This design comes from an exercise in tuning for small area, a short achievable clock period and few clock cycles on the open sky130 flow, not from production work. RTL that was checked went through simulation tests only; none was proved equivalent to the original. The RTL of runs 5 and 6 was laid out without a check of its function. Power figures rest on the tool's default switching activity, not on a simulated workload.

===== design/flow/design.v =====
module axi4_lite_slave #(
    parameter int unsigned ADDR_WIDTH = 32,
    parameter int unsigned DATA_WIDTH = 32
)(
    input  logic                  aclk,
    input  logic                  aresetn,         
    input  logic [ADDR_WIDTH-1:0] awaddr,
    input  logic                  awvalid,
    output logic                  awready,
    input  logic [DATA_WIDTH-1:0] wdata,
    input  logic [3:0]            wstrb,
    input  logic                  wvalid,
    output logic                  wready,
    output logic [1:0]            bresp,
    output logic                  bvalid,
    input  logic                  bready,
    input  logic [ADDR_WIDTH-1:0] araddr,
    input  logic                  arvalid,
    output logic                  arready,
    output logic [DATA_WIDTH-1:0] rdata,
    output logic [1:0]            rresp,
    output logic                  rvalid,
    input  logic                  rready
);
    localparam int unsigned NUM_REGS = 16;
    function automatic logic addr_ok(input logic [ADDR_WIDTH-1:0] a);
        addr_ok = (a[1:0] == 2'b00) && (a[ADDR_WIDTH-1:6] == '0);
    endfunction
    logic [DATA_WIDTH-1:0] reg_file [0:NUM_REGS-1];
    logic                  aw_v, w_v;      
    logic                  wr_go;          
    logic [3:0]            aw_idx;
    logic                  aw_ok;
    logic [DATA_WIDTH-1:0] w_data;
    logic [3:0]            w_strb;
    logic                  awready_r, wready_r;
    logic                  b0_v, b1_v;     
    logic                  b0_err, b1_err;
    logic aw_hs, w_hs, pair, aw_v_n, w_v_n, push, push_ok, pop;
    logic b0_v_n, b1_v_n;
    assign aw_hs   = awvalid & awready_r;
    assign w_hs    = wvalid & wready_r;
    assign pair    = aw_v & w_v;               
    assign aw_v_n  = aw_hs | (aw_v & ~pair);
    assign w_v_n   = w_hs  | (w_v  & ~pair);
    assign push    = aw_v_n & w_v_n;           
    assign push_ok = aw_hs ? addr_ok(awaddr) : aw_ok;
    assign pop     = b0_v & bready;
    assign b0_v_n  = b1_v | push | (b0_v & ~pop);
    assign b1_v_n  = ~pop & (b1_v | (b0_v & push));
    assign awready = awready_r;
    assign wready  = wready_r;
    assign bvalid  = b0_v;
    assign bresp   = {b0_err, 1'b0};
    always_ff @(posedge aclk) begin
        if (aw_hs) begin
            aw_idx <= awaddr[5:2];
            aw_ok  <= addr_ok(awaddr);
        end
        if (w_hs) begin
            w_data <= wdata;
            w_strb <= wstrb;
        end
        if (~b0_v | pop) b0_err <= b1_v ? b1_err : ~push_ok;
        if (~b1_v | pop) b1_err <= ~push_ok;
    end
    always_ff @(posedge aclk) begin
        if (!aresetn) begin
            aw_v      <= 1'b0;
            w_v       <= 1'b0;
            wr_go     <= 1'b0;
            b0_v      <= 1'b0;
            b1_v      <= 1'b0;
            awready_r <= 1'b1;
            wready_r  <= 1'b1;
        end else begin
            aw_v      <= aw_v_n;
            w_v       <= w_v_n;
            wr_go     <= push & push_ok;
            b0_v      <= b0_v_n;
            b1_v      <= b1_v_n;
            awready_r <= ~(aw_v_n & ~w_v_n) & ~b1_v_n;
            wready_r  <= ~(w_v_n & ~aw_v_n) & ~b1_v_n;
        end
    end
    logic [DATA_WIDTH-1:0] wr_d;
    assign wr_d = w_data & {DATA_WIDTH{aresetn}};
    always_ff @(posedge aclk) begin
        for (int i = 0; i < NUM_REGS; i++)
            for (int b = 0; b < 4; b++)
                if (!aresetn || (wr_go && aw_idx == 4'(i) && w_strb[b]))
                    reg_file[i][8*b +: 8] <= wr_d[8*b +: 8];
    end
    logic                  arready_r;
    logic                  q0_v, q1_v;      
    logic [NUM_REGS-1:0]   q0_sel;          
    logic                  q0_err;
    logic [3:0]            q1_idx;
    logic                  q1_ok;
    logic                  rvalid_r;
    logic [DATA_WIDTH-1:0] rdata_r;
    logic                  rerr_r;
    logic ar_hs, adv, ar_ok, q1_v_n;
    logic [3:0] ar_idx;
    logic [NUM_REGS-1:0] ar_sel, q1_sel;
    logic [DATA_WIDTH-1:0] rd_mux;
    assign ar_hs  = arvalid & arready_r;
    assign ar_idx = araddr[5:2];
    assign ar_ok  = addr_ok(araddr);
    assign adv    = q0_v & (~rvalid_r | rready);    
    assign q1_v_n = ~adv & (q1_v | (q0_v & ar_hs));
    always_comb begin
        for (int i = 0; i < NUM_REGS; i++) begin
            ar_sel[i] = ar_ok && (ar_idx == 4'(i));
            q1_sel[i] = q1_ok && (q1_idx == 4'(i));
        end
        rd_mux = '0;
        for (int i = 0; i < NUM_REGS; i++)
            rd_mux = rd_mux | (reg_file[i] & {DATA_WIDTH{q0_sel[i]}});
    end
    assign arready = arready_r;
    assign rvalid  = rvalid_r;
    assign rdata   = rdata_r;
    assign rresp   = {rerr_r, 1'b0};
    always_ff @(posedge aclk) begin
        if (~q0_v | adv) begin
            q0_sel <= q1_v ? q1_sel : ar_sel;
            q0_err <= q1_v ? ~q1_ok : ~ar_ok;
        end
        if (~q1_v | adv) begin
            q1_idx <= ar_idx;
            q1_ok  <= ar_ok;
        end
        if (adv) begin
            rdata_r <= rd_mux;
            rerr_r  <= q0_err;
        end
    end
    always_ff @(posedge aclk) begin
        if (!aresetn) begin
            q0_v      <= 1'b0;
            q1_v      <= 1'b0;
            rvalid_r  <= 1'b0;
            arready_r <= 1'b1;
        end else begin
            q0_v      <= q1_v | ar_hs | (q0_v & ~adv);
            q1_v      <= q1_v_n;
            rvalid_r  <= adv | (rvalid_r & ~rready);
            arready_r <= ~q1_v_n;
        end
    end
endmodule

===== design/flow/constraint.sdc =====
create_clock -name core_clock -period 4.0 [get_ports {aclk}]
set_input_delay 0.8000 -clock core_clock [delete_from_list [all_inputs] [get_ports {aclk}]]
set_output_delay 0.8000 -clock core_clock [all_outputs]
set_load 0.01 [all_outputs]

===== design/flow/config.mk =====
export PLATFORM = sky130hd
export DESIGN_NAME = axi4_lite_slave
export DESIGN_NICKNAME = axi4_lite_slave
export VERILOG_FILES = /design/flow/design.v
export SDC_FILE = /design/flow/constraint.sdc
export NUM_CORES = 4
export LEC_CHECK = 0
export CAP_MARGIN = 20
export CORE_MARGIN = 2
export CORE_UTILIZATION = 55
export CTS_CLUSTER_DIAMETER = 80
export CTS_CLUSTER_SIZE = 25
export SETUP_SLACK_MARGIN = 2.0
export SLEW_MARGIN = 20

===== design/flow/standard.sh =====
#!/bin/bash
# synth_recipe.tcl (not shown) runs the flow's synth.tcl, then flattens the netlist and writes it again
# the make line also repeats each setting of config.mk as NAME=value (left out here)
make -C /OpenROAD-flow-scripts/flow DESIGN_CONFIG=/design/flow/config.mk WORK_HOME=/design/flow/orfs CLKGATE_MAP_FILE= SYNTH_SCRIPT=/design/flow/synth_recipe.tcl "${@:-finish}"

===== design/flow/flow/run.sh =====
#!/bin/bash
# Standard ORFS layout, with the I/O port buffers made from a small buffer
# cell (buffer_ports -buffer_cell) instead of the one OpenROAD picks itself.
set -euo pipefail
EXTRA=()
[[ -f flow/extra_args ]] && mapfile -t EXTRA < flow/extra_args
bash standard.sh "BUFFER_PORTS_ARGS=-buffer_cell sky130_fd_sc_hd__buf_1" "${EXTRA[@]}" finish > make_finish.log 2>&1

==> impl_metrics.yaml, run 1 <==
setup_path:
  r2r_cells: 5
  crit_path_end_kind: "flop"
  crit_start: "aw_idx[0]"
  crit_path_max_fanout: 8
  critPathMaxStageDelay_ps: 530
  worstPathRequired_ps: 4310
  cp_data_arrival_time_ps: 2270
  ff2ff_setup_slack_ps: 2030
  criticalPathCategory: "flop to flop"
  crit_path_top_delay_cell: "edfxtp_1"
  rr_endpoint: "reg_file[10][30]"
  critPathLaunchType: "flop"
  crit_end: "reg_file[10][30]"
  cp_cell_sequence: "nand2b_1 -> nor2_1 -> nand3_1 -> o21ai_0 -> buf_4"
  r2r_start: "aw_idx[0]"
sta:
  slew_viol_final: 0
  skew_ps: 24.3
  worst_pin_slew_ps: 746
  fmax_mhz: 508
  slew_headroom_pct: 50.1
  worst_slack_ps: 2030
  rsz0062_at_grt: "true"
  post-route-period-util_pct: 49.2
  fin_crit_ps: 1970
  tns_ps: 0
  hold_viol_final: 0
  setup_viol: 0
die:
  rows: 74
  start_util_pct: 55.7
  dieArea_um2: 42900
  io-pin-count: 148
  core_area_um2: 40700
  fp.dieW_um: 207
  die_h_um: 207
logic_synthesis:
  seq_area_frac_synth_pct: 81.7
  yosysWarnings: 2
  ys.flop_type: "edfxtp_1"
  ys_async_sr_fraction_pct: 0
  syn_area_um2: 22700
  synth.most_common_cell: "edfxtp_1"
  ys_top_cells_by_area: "edfxtp_1 (81%), a221oi_1 (4.9%), a22o_1 (4.9%)"
  netlist.area_leader.share_pct: 80.7
  yosysTopAreaCell: "edfxtp_1"
  synth.distinct_cells: 36
  synth_cells: 1239
  synth_edf_count: 609
  syn_avg_cell_area_um2: 18.3
  ys_ff_latch: 621
  synthTopCellsByCount: "edfxtp_1 (609), a221oi_1 (128), a22o_1 (128), nand2_1 (69), clkbuf_1 (64)"
clock_tree:
  htree_num_levels: 1
  clockRootBuffer: "clkbuf_16"
  cts_buffers: 30
  clock-sinks: 621
  cts_tree: "built"
  clk_pin_slew_ps: 100
  worstSkewPairLatency_ps: 610
  cts_buffer_depth: 3
placement:
  pre_cts_slack_ps: 1240
  placedCellCount: 1909
  hpwl_um: 31300
  buffer_ports.inserted: 145
  gp_congestion: 0.832
pwr:
  p_per_area_nw_per_um2: 469
  p_total_w: 0.0119
  p_leak_nw: 8.50
  ir_drop_mv: 0.342
layout:
  finalCoreUtilization_pct: 62.1
  fin_cells: 1978
  drive_above_1_share_pct: 10.9
  antenna_cells: 0
  syn_to_final_growth_pct: 11.6
  nNetsFinal: 1536
detailed_routing:
  post_drt_wl_per_cell_um: 28.8
  drc_errors: 0
  drt_wl_total_um: 56900
  drt_iter0_drc: 1639
  antenna_left: 0
  first_pass_iters: 5
  drt-vias-per-instance: 6.44
  vias: 12700
grt:
  antenna_found_initial: 0
  grt_overflow: 0
  track_usage_pct: 26.2
  grt_pass1_vias: 12400
  grt_max_degree: 78
  grt_pass1_wl_um: 82100
min_path:
  min_path_type: "primary input to flop"
run:
  max_cap_viol_count: 0
status:
  status: "finished clean"
metal layers:
layer,routed length [µm],GRT usage (%),share of wire [%]
met1,23700,38.3,42
met2,27500,42.5,48
met3,4770,3.94,8.4
met4,957,5.37,1.7
met5,0,0,0
worst min path at each step:
stage,slack [ps],cells after the start,to,startpoint
detailed placement,450,0,rerr_r,q0_err
finish,350,1,w_data[22],wdata[22]
global route,330,1,w_data[22],wdata[22]
floorplan,400,0,rerr_r,q0_err
CTS,320,1,w_data[26],wdata[26]
global placement,410,0,rerr_r,q0_err
cell families (layout without fill, tap and decap cells):
kind of cell / Yosys count / after routing / share of synthesized area, %
buffers and inverters: 82 / 288 / 1.47
AOI/OAI and AO/OA: 334 / 334 / 11.9
other: 1 / 2 / 0.0165
and+or+nand+nor: 201 / 201 / 4.85
DFF: 621 / 621 / 81.7
critical path: cells and delay by family, from the launching register on:
family / cells / cell delay (ps)
AO/OA/AOI/OAI: 1 / 250
flip-flops: 1 / 530
buffers and inverters: 1 / 260
AND/OR/NAND/NOR: 3 / 630
metrics by stage:
step           hold WS (ps)  area (µm²)
2_1_floorplan           400       22700
3_3_place_gp            410       24100
3_5_place_dp            446       24100
4_1_cts                 324       25200
5_1_grt                 328       25300
6_report                349       25300
where the power goes:
group	internal (W)	leakage (nW)	switching, W
sequential	0.00762	6.28	0.000130
clock	0.00155	0.446	0.00194
combinational	0.000169	1.77	0.000467
total	0.00933	8.50	0.00254
repair_timing:
| item | CTS | global route |
|---|---|---|
| hold buffers | 0 | 0 |
| endpoints found under the hold margin | 0 | 0 |
| resized for setup | 13 | 20 |
| gates cloned | 1 | 0 |
| setup endpoints to repair | 211 | 338 |
| buffers inserted | 8 | 11 |
| pin swaps | 0 | 1 |
area by class of cell:
| class | instances | area [µm²] |
|---|---|---|
| multi-input combinational | 537 | 3920 |
| sequential | 621 | 18500 |
| timing repair inverter | 1 | 7.51 |
| inverter | 10 | 41.3 |
| clock buffer | 41 | 835 |
| clock inverter | 8 | 91.3 |
| timing repair buffer | 228 | 1220 |
| tap | 532 | 666 |
| fill | 2978 | 15400 |
placed cells by master, fill, tap and decap left out, types with 3 or more instances in the layout:
| cell | netlist | final |
|---|---|---|
| o21ai_0 | 46 | 44 |
| a21boi_0 | 3 | 3 |
| clkinvlp_4 | 0 | 3 |
| buf_4 | 4 | 79 |
| a21oi_1 | 4 | 4 |
| nand2_1 | 69 | 50 |
| o41ai_1 | 3 | 3 |
| o31ai_1 | 13 | 13 |
| and2_1 | 33 | 32 |
| dfxtp_1 | 12 | 12 |
| a22o_1 | 128 | 128 |
| nand2_2 | 0 | 18 |
| nand3_1 | 9 | 9 |
| buf_1 | 1 | 144 |
| edfxtp_1 | 609 | 609 |
| a221oi_1 | 128 | 127 |
| nor2_1 | 7 | 7 |
| nor2b_1 | 7 | 5 |
| inv_1 | 10 | 9 |
| nand2b_1 | 8 | 8 |
| nor4_1 | 12 | 11 |
| o21a_1 | 5 | 5 |
| clkbuf_1 | 64 | 9 |
| nor4_2 | 3 | 3 |
| buf_12 | 0 | 3 |
| nand4_1 | 38 | 38 |
| o21ai_1 | 2 | 4 |
| clkbuf_16 | 0 | 32 |
sequential cells by signal (all words and copies together), names as in the netlist, 4 cells and up:
register  count
q0_sel       16
q1_idx        4
w_data       32
aw_idx        4
rdata_r      32
reg_file    512
w_strb        4
Testbench counts, summed over its fixed seeds: cycles 3,735.
==> run 2: changes to the inputs <==
--- a/design/flow/config.mk
+++ b/design/flow/config.mk
@@ -9,6 +9,6 @@
 export CORE_MARGIN = 2
-export CORE_UTILIZATION = 55
+export CORE_UTILIZATION = 40
 export CTS_CLUSTER_DIAMETER = 80
 export CTS_CLUSTER_SIZE = 25
-export SETUP_SLACK_MARGIN = 2.0
+export SETUP_SLACK_MARGIN = 1.9
 export SLEW_MARGIN = 20
==> run 2 against run 1 <==
Critical path depth did not move. First-iteration DRC count fell by 0.92%. Synthesized cell count did not move. Clock skew rose by 0.87 ps. Register-to-register slack got worse by 160 ps. Non-clock buffer count fell by 11. Sequential power barely moved. Global-route usage fell by 6.4 points. Worst setup slack got worse by 160 ps. Clock power fell by 3%. Combinational power fell by 3%. Die area rose by 37%. Critical path type unchanged.
==> impl_metrics.yaml, run 2 <==
status:
  status: "finished clean"
logic_synthesis:
  yosysTopAreaCell: "edfxtp_1"
  seq_area_frac_synth_pct: 81.7
  netlist.area_leader.share_pct: 80.7
  yosysWarnings: 2
  synth_cells: 1239
  synth_edf_count: 609
  synth_mux_area_share_pct: 0
  synth-adder-area-share_pct: 0
  yosys.area_share.simple_pct: 4.85
  ys_ff_latch: 621
  syn_area_um2: 22700
  syn_avg_cell_area_um2: 18.3
  synth.distinct_cells: 36
  ys_top_cells_by_area: "edfxtp_1 (81%), a221oi_1 (4.9%), a22o_1 (4.9%)"
  synth-xor-area-share_pct: 0
  ys.flop_type: "edfxtp_1"
  synth_compound_area_share_pct: 11.9
  ys_async_sr_fraction_pct: 0
  synth.most_common_cell: "edfxtp_1"
  synthTopCellsByCount: "edfxtp_1 (609), a221oi_1 (128), a22o_1 (128), nand2_1 (69), clkbuf_1 (64)"
  synth_top_family_by_area: "compound AO/OA/AOI/OAI gates"
detailed_routing:
  drt-vias-per-instance: 5.82
  post_drt_wl_per_cell_um: 26.8
  vias: 12800
  drt_wl_total_um: 58900
  drt_iter0_drc: 1624
  drc_errors: 0
  antenna_left: 0
  first_pass_iters: 7
layout:
  regArea_um2: 18500
  final_cell_mix: "edfxtp_1 (609), buf_1 (144), a22o_1 (128), a221oi_1 (128), buf_4 (71)"
  nNetsFinal: 1523
  drive_above_1_share_pct: 9.17
  fin_area_um2: 25300
  largest_registers: "reg_file x512, rdata_r x32, w_data x32"
  syn_to_final_growth_pct: 11.7
  n_fill_cell: 4852
  largest_reg_flops: 512
  layout_commonest_cell: "edfxtp_1"
  largest_register: "reg_file"
  multi_input_area_um2: 3860
  antenna_cells: 0
sta:
  tns_ps: 0
  fin_crit_ps: 2130
  worst_slack_ps: 1870
  slew_viol_final: 0
  rsz0062_at_grt: "true"
  hold_viol_final: 0
  skew_ps: 25.2
  post-route-period-util_pct: 53.2
  slew_headroom_pct: 32.0
  worst_pin_slew_ps: 1020
  setup_viol: 0
  fmax_mhz: 470
clock_tree:
  clockRootBuffer: "clkbuf_16"
  htree_num_levels: 1
  cts_tree: "built"
  cts_buffers: 29
  clock-sinks: 621
  hold_buffers: 0
  worstSkewPairLatency_ps: 620
  clk_pin_slew_ps: 100
  cts_buffer_depth: 3
grt:
  grt_pass1_vias: 12600
  track_usage_pct: 19.7
  grt_overflow: 0
  antenna_found_initial: 0
  grt_max_degree: 67
  grt_pass1_wl_um: 85400
setup_path:
  crit_start: "aw_idx[2]"
  cp_cell_sequence: "nor2b_1 -> nor3b_1 -> buf_4 -> nand2_1 -> nand2_2"
  worstPathRequired_ps: 4290
  r2r_start: "aw_idx[2]"
  path_delay_family: "simple AND/OR/NAND/NOR gates"
  crit_path_max_fanout: 8
  critPathMaxStageDelay_ps: 510
  r2r_cells: 5
  critical_path_buf_inv_count: 1
  ff2ff_setup_slack_ps: 1870
  criticalPathCategory: "flop to flop"
  crit_path_top_delay_cell: "edfxtp_1"
  rr_endpoint: "reg_file[5][9]"
  crit_path_end_kind: "flop"
  cp_data_arrival_time_ps: 2420
  critPathLaunchType: "flop"
min_path:
  hp-start: "wdata[14]"
  hold_end: "w_data[14]"
  min_path_type: "primary input to flop"
  holdPathStages: 1
pwr:
  p_per_area_nw_per_um2: 464
  p_leak_nw: 8.39
  ir_drop_mv: 0.341
placement:
  pre_cts_slack_ps: 1360
  gp_congestion: 0.796
  postPlaceCellArea_um2: 24400
  hpwl_um: 33300
  buffer_ports.inserted: 145
die:
  start_util_pct: 40.4
  core_area_um2: 56200
  io-pin-count: 148
  dieArea_um2: 58600
  fp.dieW_um: 242
  rows: 87
  die_h_um: 242
run:
  max_cap_viol_count: 0
run 2: cell types whose count changed in the layout (fill, tap and decap cells not counted), sizes merged:
cell / change
buf: -11
clkinvlp: -3
clkbuf: +8
bufinv: -1
inv: +1
clkinv: -1
run 2: kinds of logic (layout without fill, tap and decap cells):
logic type             Yosys count  after routing
DFF                            621            621
AOI/OAI and AO/OA              334            334
and+or+nand+nor                201            201
other                            1              2
buffers and inverters           82            281
run 2: cell type report:
cell class / count / area share [%]
Sequential cell: 621 / 73.2
Multi-Input combinational cell: 537 / 15.3
Timing Repair Buffer: 217 / 4.33
Tap cell: 756 / 3.73
Clock buffer: 49 / 3.20
Clock inverter: 5 / 0.173
Inverter: 10 / 0.148
run 2: where the power goes:
part | leakage (nW) | switching [W] | internal [W]
Sequential | 6.28 | 0.000136 | 0.00762
Clock | 0.411 | 0.00196 | 0.00141
Combinational | 1.70 | 0.000462 | 0.000155
run 2: how the worst max path moves through the flow:
| stage | cells past startpoint | slack, ps | to |
|---|---|---|---|
| 3_3_place_gp | 2 | 1380 | reg_file[15][15] |
| 5_1_grt | 5 | 1780 | reg_file[5][1] |
| 4_1_cts | 4 | 1910 | reg_file[5][28] |
| 6_report | 5 | 1870 | reg_file[5][9] |
| 2_1_floorplan | 3 | 1950 | rdata_r[0] |
| 3_5_place_dp | 2 | 1360 | reg_file[15][15] |
run 2: stage by stage:
step	cells	hold slack, ps	power (W)	util [%]
after CTS	2190	328	0.0118	45.0
after floorplan	1240	400	0.00816	-
after global routing	2195	325	0.0121	45.1
final	2195	341	0.0117	45.1
after global placement	2134	411	0.00850	43.4
after detailed placement	2135	415	0.00852	43.4
run 2: per-layer routing:
layer,up-vias,GRT usage [%],routed length (µm)
met1,6514,28.3,25000
met3,74,3.01,5260
li1,5522,-,-
met2,664,32.2,27700
met4,0,3.89,939
met5,-,0,0
run 2: what timing repair did:
item	in CTS	in global routing
setup buffers	1	5
endpoints found under the setup margin	62	196
gates resized for setup	7	8
pin swaps	0	2
run 2: worst reg2reg max path: cells and delay by family, from the launching register on:
family	cells	cell delay [ps]
buf+inv	1	190
simple gates	4	1080
flops	1	510
==> run 3: changes to the inputs <==
--- a/design/flow/config.mk
+++ b/design/flow/config.mk
@@ -12,3 +12,3 @@
 export CTS_CLUSTER_SIZE = 25
-export SETUP_SLACK_MARGIN = 1.9
+export SETUP_SLACK_MARGIN = 2.05
 export SLEW_MARGIN = 20
==> run 3 against run 2 <==
Worst setup slack improved by 120 ps. Worst hold slack better by 10 ps. Largest cell class unchanged. Global-route usage about the same. Critical path depth shrank 4. Still clean on timing, DRC and antenna. Design area up 0.78%.
==> impl_metrics.yaml, run 3 <==
logic_synthesis:
  yosysTopAreaCell: "edfxtp_1"
  ys_async_sr_fraction_pct: 0
  syn_avg_cell_area_um2: 18.3
  synthTopCellsByCount: "edfxtp_1 (609), a221oi_1 (128), a22o_1 (128), nand2_1 (69), clkbuf_1 (64)"
  yosysWarnings: 2
  netlist.area_leader.share_pct: 80.7
  synth.most_common_cell: "edfxtp_1"
  ys_top_cells_by_area: "edfxtp_1 (81%), a221oi_1 (4.9%), a22o_1 (4.9%)"
  ys_ff_latch: 621
  syn_area_um2: 22700
  synth.distinct_cells: 36
  seq_area_frac_synth_pct: 81.7
  synth_edf_count: 609
  ys.flop_type: "edfxtp_1"
  synth_cells: 1239
detailed_routing:
  first_pass_iters: 5
  drt_iter0_drc: 1679
  vias: 12900
  drt-vias-per-instance: 5.89
  post_drt_wl_per_cell_um: 27.0
  drt_wl_total_um: 59300
  drc_errors: 0
  antenna_left: 0
die:
  fp.dieW_um: 242
  dieArea_um2: 58600
  rows: 87
  core_area_um2: 56200
  die_h_um: 242
  start_util_pct: 40.4
  io-pin-count: 148
sta:
  tns_ps: 0
  slew_headroom_pct: 50.5
  slew_viol_final: 0
  skew_ps: 34.3
  hold_viol_final: 0
  worst_pin_slew_ps: 741
  holdWs_ps: 351
  post-route-period-util_pct: 50.1
  rsz0062_at_grt: "true"
  fmax_mhz: 499
  worst_slack_ps: 2000
  fin_crit_ps: 2000
  setup_viol: 0
pwr:
  p_leak_nw: 8.54
  p_total_w: 0.0118
  p_per_area_nw_per_um2: 462
  ir_drop_mv: 0.362
placement:
  gp_congestion: 0.807
  pre_cts_slack_ps: 1370
  buffer_ports.inserted: 145
  hpwl_um: 32200
min_path:
  hold_end: "w_data[15]"
  min_path_type: "primary input to flop"
  holdPathStages: 1
  hp-start: "wdata[15]"
setup_path:
  criticalPathCategory: "flop to output pin"
  critPathLaunchType: "flop"
  critical_path_buf_inv_count: 1
  r2r_start: "aw_idx[0]"
  cp_cell_sequence: "clkbuf_2"
  cp_data_arrival_time_ps: 1200
  r2r_cells: 5
  path_delay_family: "flip-flops"
  rr_endpoint: "reg_file[0][10]"
  worstPathRequired_ps: 3200
  ff2ff_setup_slack_ps: 2050
  crit_path_top_delay_cell: "edfxtp_1"
  crit_path_end_kind: "output pin"
  critPathMaxStageDelay_ps: 440
  crit_path_max_fanout: 1
clock_tree:
  htree_num_levels: 1
  clock-sinks: 621
  hold_buffers: 0
  cts_tree: "built"
  clk_pin_slew_ps: 100
  cts_buffers: 29
  clockRootBuffer: "clkbuf_16"
  cts_buffer_depth: 3
  worstSkewPairLatency_ps: 610
layout:
  largest_registers: "reg_file x512, rdata_r x32, w_data x32"
  syn_to_final_growth_pct: 12.6
  largest_reg_flops: 512
  largest_register: "reg_file"
  nNetsFinal: 1531
  finalCoreUtilization_pct: 45.4
  final_cell_mix: "edfxtp_1 (609), a22o_1 (128), a221oi_1 (128)"
  layout_commonest_cell: "edfxtp_1"
  antenna_cells: 0
  drive_above_1_share_pct: 12.9
status:
  status: "finished clean"
grt:
  track_usage_pct: 19.7
  grt_pass1_wl_um: 84700
  grt_max_degree: 67
  grt_overflow: 0
  grt_pass1_vias: 12400
  antenna_found_initial: 0
run:
  max_cap_viol_count: 0
[run 3: cell counts after synthesis]
Identical to the previous run, type by type.
[run 3: worst max path at each step]
stage / from / endpoint / slack (ps) / cells after the start
floorplan: araddr[11] / q0_err / 2020 / 5
global placement: rready / rdata_r[28] / 1410 / 5
detailed placement: rready / rdata_r[22] / 1370 / 5
CTS: rvalid_r / rdata_r[23] / 1950 / 3
global route: rdata_r[14] / rdata[14] / 1960 / 1
finish: rdata_r[14] / rdata[14] / 2000 / 1
[run 3: logic make-up (layout without fill, tap and decap cells)]
| kind of cell | Yosys count | count (layout) | synth area share (%) |
|---|---|---|---|
| DFF | 621 | 621 | 81.7 |
| and+or+nand+nor | 201 | 201 | 4.85 |
| AOI/OAI and AO/OA | 334 | 334 | 11.9 |
| buffers and inverters | 82 | 280 | 1.47 |
| other | 1 | 2 | 0.0165 |
[run 3: cell type report]
class / instances / area (µm²)
sequential: 621 / 18500
clock inverter: 3 / 52.6
tap: 756 / 946
timing repair buffer: 224 / 1200
fill: 4919 / 30600
clock buffer: 42 / 807
timing repair inverter: 1 / 7.51
multi-input combinational: 537 / 3940
inverter: 10 / 41.3
[run 3: report_power, final]
part	switching [W]	internal, W
Combinational	0.000486	0.000172
Sequential	0.000128	0.00762
Clock	0.00190	0.00148
Total	0.00252	0.00927
[run 3: stage by stage]
| stage | instances | cell area [µm²] |
|---|---|---|
| 3_3_place_gp | 2137 | 24400 |
| 6_report | 2194 | 25500 |
| 4_1_cts | 2190 | 25400 |
| 3_5_place_dp | 2137 | 24400 |
| 2_1_floorplan | 1240 | 22700 |
| 5_1_grt | 2194 | 25500 |
[run 3: repair_timing]
| item | in CTS | in global routing |
|---|---|---|
| endpoints found under the setup margin | 167 | 465 |
| gates resized for setup | 27 | 46 |
| buffers inserted | 7 | 4 |
| pin swaps | 0 | 3 |
| gates cloned | 1 | 0 |
| endpoints found under the hold margin | 0 | 0 |
[run 3: layer usage]
layer  share of wire, %  track usage [%]
met5                  0                0
met4                1.7             3.41
met3                8.1             2.89
met2                 47             31.9
met1                 43             28.8
[run 3: worst register-to-register path, delay by kind of cell, from the launching register on]
kind / cells / cell delay (ps)
AND/OR/NAND/NOR: 3 / 590
flip-flops: 1 / 570
buffers and inverters: 1 / 270
AO/OA/AOI/OAI: 1 / 200
==> run 4: changes to the inputs <==
==> design/flow/flow/extra_args (new file) <==
CTS_ARGS=-sink_clustering_enable -repair_clock_nets -sink_clustering_size 25 -sink_clustering_max_diameter 80 -dont_use_dummy_load
--- a/design/flow/config.mk
+++ b/design/flow/config.mk
@@ -12,3 +12,3 @@
 export CTS_CLUSTER_SIZE = 25
-export SETUP_SLACK_MARGIN = 2.05
+export SETUP_SLACK_MARGIN = 2.0
 export SLEW_MARGIN = 20
==> run 4 against run 3 <==
Largest power group unchanged. Die area stayed put. Register-to-register slack worse by 20 ps. Sequential power hardly changed. Cell count is 1.0% lower. Sequential share of layout area is 0.74 points higher. Worst setup slack worse by 6.2 ps. Wire length is 1.4% lower. Design area is 1.0% lower.
==> impl_metrics.yaml, run 4 <==
grt:
  grt_pass1_wl_um: 83800
  track_usage_pct: 19.5
  antenna_found_initial: 0
  grt_overflow: 0
  grt_pass1_vias: 12600
  grt_max_degree: 40
sta:
  setup_viol: 0
  slew_viol_final: 0
  fmax_mhz: 498
  worst_slack_ps: 1990
  post-route-period-util_pct: 50.2
  rsz0062_at_grt: "true"
  tns_ps: 0
  slew_headroom_pct: 48.9
  fin_crit_ps: 2010
  hold_viol_final: 0
  skew_ps: 27.1
  worst_pin_slew_ps: 765
layout:
  drive_above_1_share_pct: 9.54
  largest_register: "reg_file"
  layout_commonest_cell: "edfxtp_1"
  nNetsFinal: 1524
  largest_registers: "reg_file x512, rdata_r x32, w_data x32"
  final_cell_mix: "edfxtp_1 (609), buf_1 (141), a22o_1 (128), a221oi_1 (128), buf_4 (71)"
  n_fill_cell: 4913
  antenna_cells: 0
  largest_reg_flops: 512
  syn_to_final_growth_pct: 11.4
setup_path:
  crit_path_max_fanout: 1
  cp_data_arrival_time_ps: 1210
  critical_path_buf_inv_count: 1
  cp_cell_sequence: "buf_1"
  ff2ff_setup_slack_ps: 2030
  crit_path_top_delay_cell: "edfxtp_1"
  crit_path_end_kind: "output pin"
  critPathMaxStageDelay_ps: 450
  critPathLaunchType: "flop"
  criticalPathCategory: "flop to output pin"
  worstPathRequired_ps: 3200
  path_delay_family: "flip-flops"
logic_synthesis:
  synth.most_common_cell: "edfxtp_1"
  seq_area_frac_synth_pct: 81.7
  ys_top_cells_by_area: "edfxtp_1 (81%), a221oi_1 (4.9%), a22o_1 (4.9%)"
  syn_avg_cell_area_um2: 18.3
  synth.distinct_cells: 36
  synth_edf_count: 609
  yosysWarnings: 2
  yosysTopAreaCell: "edfxtp_1"
  netlist.area_leader.share_pct: 80.7
  syn_area_um2: 22700
  ys.flop_type: "edfxtp_1"
  ys_ff_latch: 621
  ys_async_sr_fraction_pct: 0
  synthTopCellsByCount: "edfxtp_1 (609), a221oi_1 (128), a22o_1 (128), nand2_1 (69), clkbuf_1 (64)"
  synth_cells: 1239
pwr:
  seqPwrFrac_pct: 67.0
  switchingPower_w: 0.00246
  combPwrFrac_pct: 5.5
  p_leak_nw: 8.37
  p_per_area_nw_per_um2: 458
  internal_power_w: 0.00911
  p_total_w: 0.0116
  ir_drop_mv: 0.355
  p_sw_share_pct: 21.2
  clock_power_share_pct: 27.6
status:
  status: "finished clean"
detailed_routing:
  vias: 12800
  first_pass_iters: 5
  post_drt_wl_per_cell_um: 26.9
  drt_iter0_drc: 1622
  antenna_left: 0
  drt-vias-per-instance: 5.89
  drc_errors: 0
  drt_wl_total_um: 58500
clock_tree:
  clk_pin_slew_ps: 100
  clockRootBuffer: "clkbuf_16"
  cts_buffer_depth: 3
  htree_num_levels: 1
  cts_buffers: 30
  clock-sinks: 621
  worstSkewPairLatency_ps: 610
  hold_buffers: 0
  cts_tree: "built"
placement:
  gp_congestion: 0.801
  pre_cts_slack_ps: 1380
  buffer_ports.inserted: 145
  hpwl_um: 32000
min_path:
  min_path_type: "primary input to flop"
die:
  fp.dieW_um: 242
  die_h_um: 242
  core_area_um2: 56200
  io-pin-count: 148
  start_util_pct: 40.4
  rows: 87
  dieArea_um2: 58600
run:
  max_cap_viol_count: 0
[run 4: cell count changes in the layout (fill, tap and decap cells not counted), moves of 5 or more]
cell / change
nand2_1: +9
clkbuf_2: -16
buf_2: -6
o21ai_1: -5
nand2_2: -7
buf_1: +23
o21ai_0: +6
clkbuf_1: -9
buf_4: -7
[run 4: worst paths after layout]
path / from / end / cells after the start
max reg2reg: aw_idx[2] / reg_file[9][6] / 5
min: wdata[22] / w_data[22] / 1
max: rdata_r[14] / rdata[14] / 1
min reg2reg: q0_err / rerr_r / 0
[run 4: layout make-up]
| cell class | instances | area, µm² | area share, % |
|---|---|---|---|
| clock buffer | 30 | 751 | 2.97 |
| inverter | 10 | 41.3 | 0.163 |
| multi-input combinational | 537 | 3900 | 15.4 |
| sequential | 621 | 18500 | 73.3 |
| tap | 756 | 946 | 3.74 |
| timing repair buffer | 217 | 1100 | 4.34 |
[run 4: what timing repair did]
item | 4_1_cts | 5_1_grt
endpoints found under the setup margin | 130 | 459
hold endpoints to repair | 0 | 0
cloned | 0 | 0
gates resized for setup | 7 | 20
setup buffers | 1 | 5
[run 4: cells by family after synthesis]
group | count (synthesis) | synth area share, %
other | 1 | 0.0165
and+or+nand+nor | 201 | 4.85
buffers and inverters | 82 | 1.47
AOI/OAI and AO/OA | 334 | 11.9
DFF | 621 | 81.7
[run 4: metrics by stage]
step | cell area (µm²) | utilization (%) | hold slack [ps] | std cells
detailed placement | 24400 | 43.4 | 415 | 2135
CTS | 25200 | 44.8 | 336 | 2166
floorplan | 22700 | - | 400 | 1240
global placement | 24400 | 43.4 | 414 | 2135
global route | 25300 | 45.0 | 337 | 2171
finish | 25300 | 45.0 | 355 | 2171
[run 4: power groups by stage]
stage	logic (W)	registers (W)	clock network, W
floorplan	0.000294	0.00786	0
CTS	0.000626	0.00774	0.00325
global placement	0.000611	0.00788	0
finish	0.000632	0.00774	0.00319
detailed placement	0.000623	0.00789	0
global route	0.000681	0.00778	0.00345
[run 4: routing by layer]
metal  vias to the layer above  share of wire [%]  global-route usage [%]
li1                       5503                  -                       -
met3                        85                8.6                    2.97
met5                         -                  0                       0
met1                      6525                 43                    27.9
met4                         0                2.0                    4.45
met2                       681                 47                    31.6
==> run 5: changes to the inputs <==
--- a/design/flow/design.v
+++ b/design/flow/design.v
@@ -95,6 +95,4 @@
     logic                  q0_v, q1_v;      
-    logic [NUM_REGS-1:0]   q0_sel;          
-    logic                  q0_err;
-    logic [3:0]            q1_idx;
-    logic                  q1_ok;
+    logic [3:0]            q0_idx, q1_idx;
+    logic                  q0_ok, q1_ok;
     logic                  rvalid_r;
@@ -104,3 +102,4 @@
     logic [3:0] ar_idx;
-    logic [NUM_REGS-1:0] ar_sel, q1_sel;
+    logic [NUM_REGS-1:0] q0_sel;
+    logic [NUM_REGS*DATA_WIDTH-1:0] rf_flat;
     logic [DATA_WIDTH-1:0] rd_mux;
@@ -113,9 +112,11 @@
         for (int i = 0; i < NUM_REGS; i++) begin
-            ar_sel[i] = ar_ok && (ar_idx == 4'(i));
-            q1_sel[i] = q1_ok && (q1_idx == 4'(i));
+            q0_sel[i] = q0_ok && (q0_idx == 4'(i));
+            rf_flat[i*DATA_WIDTH +: DATA_WIDTH] = reg_file[i];
         end
-        rd_mux = '0;
-        for (int i = 0; i < NUM_REGS; i++)
-            rd_mux = rd_mux | (reg_file[i] & {DATA_WIDTH{q0_sel[i]}});
     end
+    axi4_lite_slave_rdmux #(.N(NUM_REGS), .W(DATA_WIDTH)) u_rdmux (
+        .sel (q0_sel),
+        .din (rf_flat),
+        .dout(rd_mux)
+    );
     assign arready = arready_r;
@@ -126,4 +127,4 @@
         if (~q0_v | adv) begin
-            q0_sel <= q1_v ? q1_sel : ar_sel;
-            q0_err <= q1_v ? ~q1_ok : ~ar_ok;
+            q0_idx <= q1_v ? q1_idx : ar_idx;
+            q0_ok  <= q1_v ? q1_ok  : ar_ok;
         end
@@ -135,3 +136,3 @@
             rdata_r <= rd_mux;
-            rerr_r  <= q0_err;
+            rerr_r  <= ~q0_ok;
         end
@@ -152 +153,15 @@
 endmodule
+module axi4_lite_slave_rdmux #(
+    parameter int unsigned N = 16,
+    parameter int unsigned W = 32
+)(
+    input  logic [N-1:0]   sel,
+    input  logic [N*W-1:0] din,       
+    output logic [W-1:0]   dout
+);
+    always_comb begin
+        dout = '0;
+        for (int i = 0; i < N; i++)
+            dout = dout | (din[i*W +: W] & {W{sel[i]}});
+    end
+endmodule
--- a/design/flow/config.mk
+++ b/design/flow/config.mk
@@ -14 +14,2 @@
 export SLEW_MARGIN = 20
+export SYNTH_HIERARCHICAL = 1
removed: design/flow/flow/extra_args
==> run 5 against run 4 <==
Synthesized cell count is 2.7% lower. Synthesized area is 1.3% lower. Fmax shrank 3.6%. Worst hold slack gained 10 ps. Non-clock buffer count grew 44. Sequential share of layout area fell by 5.1 points. Highest routed layer is now met5. Core utilization grew 3.3 points. Critical path type is now flop to flop. Combinational power is 15% lower. Flip-flop and latch count fell by 12.
==> impl_metrics.yaml, run 5 <==
die:
  io-pin-count: 148
  fp.dieW_um: 240
  start_util_pct: 40.5
  dieArea_um2: 57800
  die_h_um: 240
  rows: 86
  core_area_um2: 55200
sta:
  slew_viol_final: 0
  fin_crit_ps: 2080
  worst_slack_ps: 1920
  slew_headroom_pct: 55.3
  fmax_mhz: 480
  rsz0062_at_grt: "true"
  tns_ps: 0
  worst_pin_slew_ps: 670
  post-route-period-util_pct: 52.1
  skew_ps: 12.9
  holdWs_ps: 365
  hold_viol_final: 0
  setup_viol: 0
detailed_routing:
  first_pass_iters: 5
  drt_wl_total_um: 58700
  drt-vias-per-instance: 5.77
  post_drt_wl_per_cell_um: 26.8
  vias: 12700
  drt_iter0_drc: 1281
  antenna_left: 0
  drc_errors: 0
clock_tree:
  htree_num_levels: 1
  worstSkewPairLatency_ps: 590
  clock-sinks: 609
  cts_buffers: 28
  clk_pin_slew_ps: 100
  cts_buffer_depth: 3
  hold_buffers: 0
  cts_tree: "built"
  clockRootBuffer: "clkbuf_16"
grt:
  grt_pass1_vias: 12500
  grt_overflow: 0
  grt_pass1_wl_um: 83900
  track_usage_pct: 19.8
  antenna_found_initial: 5
  grt_max_degree: 73
logic_synthesis:
  synthTopCellsByCount: "edfxtp_1 (598), a221oi_1 (126), a22o_1 (126), nand2_1 (55), o21ai_0 (45)"
  syn_area_um2: 22400
  synth.most_common_cell: "edfxtp_1"
  yosysTopAreaCell: "edfxtp_1"
  ys_async_sr_fraction_pct: 0
  synth_edf_count: 598
  ys_top_cells_by_area: "edfxtp_1 (80%), a221oi_1 (4.9%), a22o_1 (4.9%)"
  synth_cells: 1205
  syn_avg_cell_area_um2: 18.6
  ys.flop_type: "edfxtp_1"
  ys_ff_latch: 609
  yosysWarnings: 9
  synth.distinct_cells: 37
  seq_area_frac_synth_pct: 81.3
  netlist.area_leader.share_pct: 80.3
layout:
  syn_to_final_growth_pct: 19.1
  nNetsFinal: 1533
  finalCoreUtilization_pct: 48.3
  largest_register: "reg_file"
  largest_reg_flops: 512
  largest_registers: "reg_file x512, rdata_r x32, w_data x32"
  layout_commonest_cell: "edfxtp_1"
  drive_above_1_share_pct: 22.4
  antenna_cells: 0
  final_cell_mix: "edfxtp_1 (598), buf_1 (137), a22o_1 (124)"
  n_fill_cell: 4504
placement:
  pre_cts_slack_ps: 1380
  hpwl_um: 34200
  gp_congestion: 0.803
  buffer_ports.inserted: 145
setup_path:
  cp_data_arrival_time_ps: 2320
  criticalPathCategory: "flop to flop"
  r2r_start: "aw_idx[0]"
  critPathLaunchType: "flop"
  crit_path_end_kind: "flop"
  crit_start: "aw_idx[0]"
  worstPathRequired_ps: 4240
  crit_path_max_fanout: 8
min_path:
  hp-start: "wdata[27]"
  min_path_type: "primary input to flop"
pwr:
  p_per_area_nw_per_um2: 430
  p_leak_nw: 8.92
  p_total_w: 0.0115
  ir_drop_mv: 0.304
run:
  max_cap_viol_count: 0
status:
  status: "finished clean"
==> run 5: logic make-up after synthesis <==
family / share of synthesized area, %
buffers and inverters: 2.31
other: 0.0168
flip-flops: 81.3
AO/OA/AOI/OAI: 11.7
AND/OR/NAND/NOR: 4.51
multiplexers: 0.201
==> run 5: final timing paths <==
kind	endpoint	slack, ps	cells past startpoint
max	reg_file[6][22]	1920	3
min	w_data[27]	360	1
max reg2reg	reg_file[6][22]	1920	3
min reg2reg	b0_err	540	2
==> run 5: timing repair <==
item	CTS	global route
setup buffers	39	16
resized for setup	135	95
cloned	5	3
pin swaps	27	21
setup endpoints to repair	330	414
endpoints found under the hold margin	0	0
==> run 5: through the flow <==
step | cell area (µm²) | instances
5_1_grt | 26600 | 2196
3_3_place_gp | 23900 | 2079
3_5_place_dp | 23900 | 2080
2_1_floorplan | 22400 | 1206
6_report | 26600 | 2196
4_1_cts | 25900 | 2176
==> run 5: final cells by class <==
class	instances	area, µm²	area share, %
clock buffer	50	815	3.06
clock inverter	2	17.5	0.0657
inverter	11	45.0	0.169
multi-input combinational	515	4820	18.1
sequential	609	18200	68.2
tap	748	936	3.51
timing repair buffer	261	1830	6.88
==> run 5: per-layer routing <==
layer	vias up	part of all wire (%)	track usage [%]
met4	8	1.8	4.03
met1	6584	42	27.6
met3	76	7.3	2.93
li1	5467	-	-
met5	-	0.087	0
met2	537	49	33.2
==> run 5: critical path, stage by stage, from the launching register on <==
cell and delay [ps]:
edfxtp_1 520, nor2b_4 220, nand4b_1 410, o21ai_2 580
==> run 5: where the power goes <==
group          leakage (nW)  switching (W)  internal, W
Clock                 0.397        0.00190      0.00140
Sequential             6.15       0.000153      0.00746
Combinational          2.37       0.000394     0.000143
==> run 6: changes to the inputs <==
--- a/design/flow/design.v
+++ b/design/flow/design.v
@@ -63,3 +63,3 @@
         end
-        if (~b0_v | pop) b0_err <= b1_v ? b1_err : ~push_ok;
+        b0_err <= ((~b0_v | pop) & (b1_v ? b1_err : ~push_ok)) | (b0_v & ~pop & b0_err);
         if (~b1_v | pop) b1_err <= ~push_ok;
@@ -94,12 +94,10 @@
     logic                  arready_r;
-    logic                  q0_v, q1_v;      
-    logic [3:0]            q0_idx, q1_idx;
-    logic                  q0_ok, q1_ok;
-    logic                  rvalid_r;
+    logic                  rvalid_r, v1, v2;
+    logic [3:0]            idx0, idx1, idx2;
+    logic                  ok0, ok1, ok2;
     logic [DATA_WIDTH-1:0] rdata_r;
     logic                  rerr_r;
-    logic ar_hs, adv, ar_ok, q1_v_n;
+    logic ar_hs, take, ar_ok, v2_n, s_ok;
     logic [3:0] ar_idx;
-    logic [NUM_REGS-1:0] q0_sel;
-    logic [NUM_REGS*DATA_WIDTH-1:0] rf_flat;
+    logic [NUM_REGS-1:0] s_sel;
     logic [DATA_WIDTH-1:0] rd_mux;
@@ -108,7 +106,11 @@
     assign ar_ok  = addr_ok(araddr);
-    assign adv    = q0_v & (~rvalid_r | rready);    
-    assign q1_v_n = ~adv & (q1_v | (q0_v & ar_hs));
+    assign take   = ~rvalid_r | rready;         
+    assign v2_n   = ~take & (v2 | (v1 & ar_hs));
+    assign s_ok   = take ? ok1  : ok0;
+    logic [NUM_REGS*DATA_WIDTH-1:0] rf_flat;
+    logic [NUM_REGS-1:0] sel0, sel1;
     always_comb begin
         for (int i = 0; i < NUM_REGS; i++) begin
-            q0_sel[i] = q0_ok && (q0_idx == 4'(i));
+            sel0[i] = ok0 && (idx0 == 4'(i));
+            sel1[i] = ok1 && (idx1 == 4'(i));
             rf_flat[i*DATA_WIDTH +: DATA_WIDTH] = reg_file[i];
@@ -116,4 +118,10 @@
     end
+    axi4_lite_slave_selmux #(.N(NUM_REGS)) u_selmux (
+        .s   (take),
+        .a   (sel0),
+        .b   (sel1),
+        .y   (s_sel)
+    );
     axi4_lite_slave_rdmux #(.N(NUM_REGS), .W(DATA_WIDTH)) u_rdmux (
-        .sel (q0_sel),
+        .sel (s_sel),
         .din (rf_flat),
@@ -126,14 +134,16 @@
     always_ff @(posedge aclk) begin
-        if (~q0_v | adv) begin
-            q0_idx <= q1_v ? q1_idx : ar_idx;
-            q0_ok  <= q1_v ? q1_ok  : ar_ok;
+        if (take) begin
+            idx0 <= idx1;
+            ok0  <= ok1;
         end
-        if (~q1_v | adv) begin
-            q1_idx <= ar_idx;
-            q1_ok  <= ar_ok;
+        if (take | ~v1) begin
+            idx1 <= (take & v2) ? idx2 : ar_idx;
+            ok1  <= (take & v2) ? ok2  : ar_ok;
         end
-        if (adv) begin
-            rdata_r <= rd_mux;
-            rerr_r  <= ~q0_ok;
+        if (~v2) begin
+            idx2 <= ar_idx;
+            ok2  <= ar_ok;
         end
+        rdata_r <= rd_mux;
+        rerr_r  <= ~s_ok;
     end
@@ -141,11 +151,11 @@
         if (!aresetn) begin
-            q0_v      <= 1'b0;
-            q1_v      <= 1'b0;
             rvalid_r  <= 1'b0;
+            v1        <= 1'b0;
+            v2        <= 1'b0;
             arready_r <= 1'b1;
         end else begin
-            q0_v      <= q1_v | ar_hs | (q0_v & ~adv);
-            q1_v      <= q1_v_n;
-            rvalid_r  <= adv | (rvalid_r & ~rready);
-            arready_r <= ~q1_v_n;
+            rvalid_r  <= v1 | ~take;
+            v1        <= (take ? v2 : v1) | ar_hs;
+            v2        <= v2_n;
+            arready_r <= ~v2_n;
         end
@@ -157,5 +167,5 @@
 )(
-    input  logic [N-1:0]   sel,
+    input  logic [N-1:0] sel,
     input  logic [N*W-1:0] din,       
-    output logic [W-1:0]   dout
+    output logic [W-1:0] dout
 );
@@ -167 +177,11 @@
 endmodule
+module axi4_lite_slave_selmux #(
+    parameter int unsigned N = 16
+)(
+    input  logic         s,
+    input  logic [N-1:0] a,
+    input  logic [N-1:0] b,
+    output logic [N-1:0] y
+);
+    assign y = s ? b : a;
+endmodule
==> run 6 against run 5 <==
First-iteration DRC count grew 35%. Cell count grew 4.0%. Via count grew 7.3%. Register-to-register slack lost 120 ps. Fmax shrank 5.4%. Design area grew 4.9%. Sequential power is essentially flat. Synthesized area grew 1.0%. Worst hold slack lost 21 ps. Still clean. Synthesized cell count grew 4.1%. Wire length grew 16%. Critical path depth grew 1.
==> impl_metrics.yaml, run 6 <==
logic_synthesis:
  ys_async_sr_fraction_pct: 0
  ys_ff_latch: 614
  syn_area_um2: 22600
  yosysTopAreaCell: "edfxtp_1"
  synth_edf_count: 568
  synth.most_common_cell: "edfxtp_1"
  synth.distinct_cells: 44
  synthTopCellsByCount: "edfxtp_1 (568), a221oi_1 (126), a22o_1 (126), nand2_1 (57), dfxtp_1 (46)"
  ys_top_cells_by_area: "edfxtp_1 (75%), a221oi_1 (4.9%), a22o_1 (4.9%)"
  syn_avg_cell_area_um2: 18.0
  ys.flop_type: "edfxtp_1"
  seq_area_frac_synth_pct: 79.6
  synth_cells: 1254
  yosysWarnings: 9
  netlist.area_leader.share_pct: 75.5
die:
  start_util_pct: 40.2
  rows: 87
  dieArea_um2: 58400
  die_h_um: 242
  fp.dieW_um: 242
  core_area_um2: 56200
  io-pin-count: 148
setup_path:
  crit_path_top_delay_cell: "o21ai_2"
  crit_path_max_fanout: 8
  critical_path_buf_inv_count: 0
  cp_data_arrival_time_ps: 2460
  critPathLaunchType: "flop"
  crit_path_end_kind: "flop"
  worstPathRequired_ps: 4260
  path_delay_family: "simple AND/OR/NAND/NOR gates"
  critPathMaxStageDelay_ps: 600
  cp_cell_sequence: "nand2b_1 -> nor2_1 -> nand2_1 -> o21ai_2"
  criticalPathCategory: "flop to flop"
detailed_routing:
  drt_wl_total_um: 68100
  route.met3.wl_um: 6530
  post_drt_wl_per_cell_um: 29.8
  antenna_left: 0
  vias: 13600
  first_pass_iters: 8
  dr_wl_met2_um: 31700
  wirelength_met1_um: 27000
  drt_iter0_drc: 1732
  drt-vias-per-instance: 5.96
  drc_errors: 0
  highest_layer: "met4"
grt:
  antenna_found_initial: 0
  grt_max_degree: 103
  grt_overflow: 0
  grt_pass1_vias: 13100
  track_usage_pct: 21.7
  grt_pass1_wl_um: 92700
placement:
  hpwl_um: 32900
  gp_congestion: 0.759
  buffer_ports.inserted: 145
  placedCellCount: 2098
pwr:
  p_leak_nw: 9.59
  ir_drop_mv: 0.296
  p_per_area_nw_per_um2: 420
layout:
  final_cell_mix: "edfxtp_1 (568), buf_1 (140), a22o_1 (126)"
  largest_reg_flops: 512
  fin_cells: 2283
  drive_above_1_share_pct: 28.1
  antenna_cells: 0
  largest_register: "reg_file"
  syn_to_final_growth_pct: 23.7
  n_fill_cell: 4507
  layout_commonest_cell: "edfxtp_1"
  largest_registers: "reg_file x512, rdata_r x32, w_data x32"
  nNetsFinal: 1612
clock_tree:
  cts_buffers: 30
  cts_buffer_depth: 3
  clock-sinks: 614
  cts_tree: "built"
  worstSkewPairLatency_ps: 620
  clockRootBuffer: "clkbuf_16"
  clk_pin_slew_ps: 100
  htree_num_levels: 1
sta:
  hold_viol_final: 0
  skew_ps: 27.5
  fin_crit_ps: 2200
  slew_headroom_pct: 34.4
  post-route-period-util_pct: 55.1
  setup_viol: 0
  worst_pin_slew_ps: 984
  tns_ps: 0
  slew_viol_final: 0
  fmax_mhz: 454
  rsz0062_at_grt: "true"
min_path:
  min_path_type: "primary input to flop"
status:
  status: "finished clean"
run:
  max_cap_viol_count: 0
## run 6: cells by family (layout without fill, tap and decap cells)
kind of cell,count (synthesis),in the layout,synth area share [%]
other cells,1,2,0.0166
compound gates,313,313,11.4
mux,22,48,1.26
buf+inv,85,331,2.48
simple gates,219,219,5.29
flops,614,614,79.6
## run 6: worst paths after layout
| kind | to | slack (ps) | depth (start not counted) | startpoint |
|---|---|---|---|---|
| max | reg_file[8][17] | 1800 | 4 | aw_idx[0] |
| min | w_data[18] | 340 | 1 | wdata[18] |
| max reg2reg | reg_file[8][17] | 1800 | 4 | aw_idx[0] |
| min reg2reg | rdata_r[9] | 490 | 2 | reg_file[9][9] |
## run 6: stage by stage
step / hold WS [ps] / instance area, µm² / utilization, % / worst slack (ps) / power [W]
2_1_floorplan: 435 / 23200 / - / 1670 / 0.00794
5_1_grt: 335 / 27900 / 49.7 / 1720 / 0.0121
6_report: 344 / 27900 / 49.7 / 1800 / 0.0117
3_3_place_gp: 464 / 24300 / 43.2 / 1050 / 0.00815
3_5_place_dp: 467 / 24300 / 43.2 / 1040 / 0.00818
4_1_cts: 318 / 27000 / 48.0 / 1750 / 0.0117
## run 6: what timing repair did
action / in CTS / in global routing
gates cloned: 23 / 5
setup buffers: 63 / 40
pin swaps: 32 / 61
endpoints found under the setup margin: 397 / 475
hold buffers: 0 / 0
resized for setup: 144 / 60
## run 6: layout make-up
class / count / area, µm² / share of cell area (%)
clock inverters: 6 / 77.6 / 0.278
well taps: 756 / 946 / 3.39
repair buffers: 262 / 2030 / 7.25
clock buffers: 48 / 860 / 3.08
inverters: 13 / 61.3 / 0.219
flip-flops and latches: 614 / 18000 / 64.4
repair inverters: 2 / 28.8 / 0.103
multi-input cells: 582 / 5960 / 21.3
## run 6: worst register-to-register path, cell delays in order, from the launching register on
cell	delay, ps
edfxtp_1	520
nand2b_1	220
nor2_1	190
nand2_1	310
o21ai_2	610
## run 6: metal layers
layer | global-route usage, % | up-vias
met5 | 0 | -
met3 | 4.14 | 139
met4 | 8.04 | 0
met2 | 35.1 | 730
li1 | - | 5705
met1 | 29.4 | 7022
## run 6: where the power goes
part           leakage, nW  total (W)  switching (W)  internal [W]
Sequential            6.14    0.00762       0.000157       0.00746
Combinational         3.00   0.000590       0.000411      0.000178
Clock                0.452    0.00354        0.00202       0.00152
==> run 7: changes to the inputs <==
--- a/design/flow/design.v
+++ b/design/flow/design.v
@@ -100,3 +100,3 @@
     logic ar_hs, take, ar_ok, v2_n, s_ok;
-    logic [3:0] ar_idx;
+    logic [3:0] ar_idx, s_idx;
     logic [NUM_REGS-1:0] s_sel;
@@ -108,9 +108,8 @@
     assign v2_n   = ~take & (v2 | (v1 & ar_hs));
+    assign s_idx  = take ? idx1 : idx0;
     assign s_ok   = take ? ok1  : ok0;
     logic [NUM_REGS*DATA_WIDTH-1:0] rf_flat;
-    logic [NUM_REGS-1:0] sel0, sel1;
     always_comb begin
         for (int i = 0; i < NUM_REGS; i++) begin
-            sel0[i] = ok0 && (idx0 == 4'(i));
-            sel1[i] = ok1 && (idx1 == 4'(i));
+            s_sel[i] = s_ok && (s_idx == 4'(i));
             rf_flat[i*DATA_WIDTH +: DATA_WIDTH] = reg_file[i];
@@ -118,8 +117,2 @@
     end
-    axi4_lite_slave_selmux #(.N(NUM_REGS)) u_selmux (
-        .s   (take),
-        .a   (sel0),
-        .b   (sel1),
-        .y   (s_sel)
-    );
     axi4_lite_slave_rdmux #(.N(NUM_REGS), .W(DATA_WIDTH)) u_rdmux (
@@ -177,11 +170 @@
 endmodule
-module axi4_lite_slave_selmux #(
-    parameter int unsigned N = 16
-)(
-    input  logic         s,
-    input  logic [N-1:0] a,
-    input  logic [N-1:0] b,
-    output logic [N-1:0] y
-);
-    assign y = s ? b : a;
-endmodule
==> run 7 against run 6 <==
Still clean. Register-to-register slack got worse by 140 ps. Sequential share of layout area rose by 1.3 points. Core utilization fell by 0.13 points. Design area fell by 2.2%. Largest power group unchanged.
==> impl_metrics.yaml, run 7 <==
pwr:
  p_leak_nw: 9.32
  p_per_area_nw_per_um2: 424
  clock_power_share_pct: 29.6
  seqPwrFrac_pct: 65.6
  switchingPower_w: 0.00250
  p_sw_share_pct: 21.5
  combPwrFrac_pct: 4.8
  internal_power_w: 0.00910
  ir_drop_mv: 0.318
logic_synthesis:
  yosysWarnings: 9
  synthTopCellsByCount: "edfxtp_1 (564), a221oi_1 (126), a22o_1 (126), nand2_1 (61), dfxtp_1 (50)"
  yosysTopAreaCell: "edfxtp_1"
  synth.distinct_cells: 45
  synth_top_family_by_area: "compound AO/OA/AOI/OAI gates"
  ys.flop_type: "edfxtp_1"
  ys_async_sr_fraction_pct: 0
  synth-xor-area-share_pct: 0
  ys_ff_latch: 614
  ys_top_cells_by_area: "edfxtp_1 (76%), a221oi_1 (5.0%), a22o_1 (5.0%)"
  synth_cells: 1228
  seq_area_frac_synth_pct: 80.6
  synth-adder-area-share_pct: 0
  netlist.area_leader.share_pct: 76.1
  synth_compound_area_share_pct: 11.6
  yosys.area_share.simple_pct: 4.80
  syn_area_um2: 22300
  synth_edf_count: 564
  synth.most_common_cell: "edfxtp_1"
  syn_avg_cell_area_um2: 18.1
  synth_mux_area_share_pct: 0.562
placement:
  buffer_ports.inserted: 145
  hpwl_um: 33400
  gp_congestion: 0.799
  placedCellCount: 2100
  postPlaceCellArea_um2: 23700
sta:
  rsz0062_at_grt: "true"
  slew_viol_final: 0
  setup_viol: 0
  slew_headroom_pct: 55.0
  skew_ps: 26.1
  tns_ps: 0
  worst_pin_slew_ps: 675
  fin_crit_ps: 2340
  fmax_mhz: 427
  hold_viol_final: 0
  post-route-period-util_pct: 58.5
detailed_routing:
  post_drt_wl_per_cell_um: 26.4
  first_pass_iters: 6
  drt_wl_total_um: 59400
  drc_errors: 0
  antenna_left: 0
  drt_iter0_drc: 1793
  vias: 13000
  drt-vias-per-instance: 5.75
layout:
  syn_to_final_growth_pct: 22.8
  fin_cells: 2252
  largest_registers: "reg_file x512, rdata_r x32, w_data x32"
  fin_area_um2: 27300
  n_fill_cell: 4469
  antenna_cells: 0
  layout_commonest_cell: "edfxtp_1"
  final_cell_mix: "edfxtp_1 (564), buf_1 (139), a22o_1 (125)"
  drive_above_1_share_pct: 26.1
  finalCoreUtilization_pct: 49.6
  largest_reg_flops: 512
  nNetsFinal: 1590
  largest_register: "reg_file"
setup_path:
  critPathMaxStageDelay_ps: 340
  criticalPathCategory: "flop to flop"
  crit_path_max_fanout: 13
  crit_path_end_kind: "flop"
  crit_path_top_delay_cell: "dfxtp_2"
  cp_data_arrival_time_ps: 2770
  critPathLaunchType: "flop"
  cp_cell_sequence: "nor2b_4 -> buf_12 -> mux2i_4 -> inv_4 -> nand2_8 -> buf_4 -> nor2_4 -> buf_12 -> buf_4 -> a221oi_2 -> nand4_1"
  path_delay_family: "buffers and inverters"
  critical_path_buf_inv_count: 5
  worstPathRequired_ps: 4430
run:
  max_cap_viol_count: 0
grt:
  grt_pass1_vias: 12700
  grt_max_degree: 51
  antenna_found_initial: 0
  track_usage_pct: 20.1
  grt_overflow: 0
  grt_pass1_wl_um: 84600
die:
  fp.dieW_um: 240
  dieArea_um2: 57600
  die_h_um: 240
  core_area_um2: 55100
  io-pin-count: 148
  rows: 86
  start_util_pct: 40.4
clock_tree:
  worstSkewPairLatency_ps: 610
  cts_buffers: 29
  htree_num_levels: 1
  clock-sinks: 614
  cts_tree: "built"
  cts_buffer_depth: 3
  clockRootBuffer: "clkbuf_16"
  clk_pin_slew_ps: 100
status:
  status: "finished clean"
min_path:
  min_path_type: "primary input to flop"
[run 7: changes by cell type after synthesis, moves of 4 or more]
cell,change
dfxtp_1,+4
edfxtp_1,-4
mux2_2,-5
mux2_4,-10
nand2_1,+4
nand3b_1,-4
nor2_1,-8
nor3_1,-7
nor4_1,+4
nor4_2,-4
[run 7: layout make-up]
class | count | area [µm²] | area share (%)
Inverter | 15 | 63.8 | 0.233
Clock buffer | 45 | 807 | 2.95
Clock inverter | 7 | 75.1 | 0.275
Timing Repair Buffer | 292 | 2490 | 9.10
Multi-Input combinational cell | 531 | 5030 | 18.4
Sequential cell | 614 | 17900 | 65.6
Tap cell | 748 | 936 | 3.42
[run 7: metal layers]
| layer | track usage, % | routed length, µm |
|---|---|---|
| met3 | 2.46 | 4290 |
| met2 | 32.7 | 28500 |
| met4 | 5.33 | 1490 |
| met5 | 0 | 0 |
| met1 | 28.9 | 25100 |
[run 7: cell families (layout without fill, tap and decap cells)]
family / after synthesis / after routing
AOI/OAI and AO/OA: 314 / 314
muxes: 11 / 11
buffers and inverters: 87 / 359
other: 1 / 2
and+or+nand+nor: 201 / 204
DFF: 614 / 614
[run 7: timing repair]
| item | in CTS | in global routing |
|---|---|---|
| cloned | 18 | 0 |
| pin swaps | 51 | 29 |
| buffers inserted | 55 | 27 |
| endpoints found under the setup margin | 419 | 620 |
| hold buffers | 0 | 0 |
| gates resized for setup | 213 | 69 |
[run 7: path summary, 6_finish.rpt]
kind	from	to	slack [ps]	cells after the start
setup / recovery	rvalid_r	rdata_r[30]	1660	11
hold / removal	wdata[5]	w_data[5]	350	1
setup reg to reg	rvalid_r	rdata_r[30]	1660	11
hold reg to reg	reg_file[12][4]	rdata_r[4]	490	2
[run 7: worst reg2reg max path: stages, from the launching register on]
cell and delay (ps):
dfxtp_2 340, nor2b_4 160, buf_12 140, mux2i_4 290, inv_4 110, nand2_8 100, buf_4 130, nor2_4 50
buf_12 160, buf_4 160, a221oi_2 330, nand4_1 210
[run 7: power groups by stage]
stage                     sequential, W  clock, W  combinational, W
final                           0.00761   0.00344          0.000556
after global routing            0.00764   0.00370          0.000595
after CTS                       0.00760   0.00347          0.000508
after detailed placement        0.00772         0          0.000438
after global placement          0.00771         0          0.000425
after floorplan                 0.00768         0          0.000228
[run 7: per-stage QoR]
stage	hold slack, ps	total power (W)	setup WS [ps]
2_1_floorplan	435	0.00790	1680
6_report	350	0.0116	1660
3_5_place_dp	470	0.00816	419
3_3_place_gp	459	0.00814	499
5_1_grt	333	0.0119	1590
4_1_cts	330	0.0116	1690
Testbench counts of run 7, summed over its fixed seeds: cycles 3,735.

## re-timing with driven ports
How much do the figures lean on ideal ports? The routed layouts below were timed once more, with nothing changed but the port constraints. Step 1 assumes that a clkbuf_16 drives the clock port and a buf_2 every other input. Step 2, shift: input delay + t, output delay - t, t = (earliest + latest rising clock arrival at the registers) / 2. This alone moves slack from input paths to output paths. Slacks: no drivers / after step 1 / after step 2; pairs: no drivers / after step 1.
run	t (ns)	setup slack, ns	worst setup path at the end
run 1	0.656	2.033 / 1.987 / 1.589	input to register
run 2	0.664	1.874 / 1.874 / 1.315	input to register
run 3	0.651	1.997 / 1.940 / 1.454	input to register
run 4	0.659	1.991 / 1.931 / 1.485	input to register
run 5	0.645	1.916 / 1.895 / 1.440	input to register
run 6	0.665	1.796 / 1.796 / 1.338	input to register
run 7	0.655	1.660 / 1.660 / 1.081	input to register
After both steps every run listed still meets setup and hold. For run 7, which loses most, drivers alone change the setup slack by 0.000 ns; drivers and shift together by -0.579 ns.
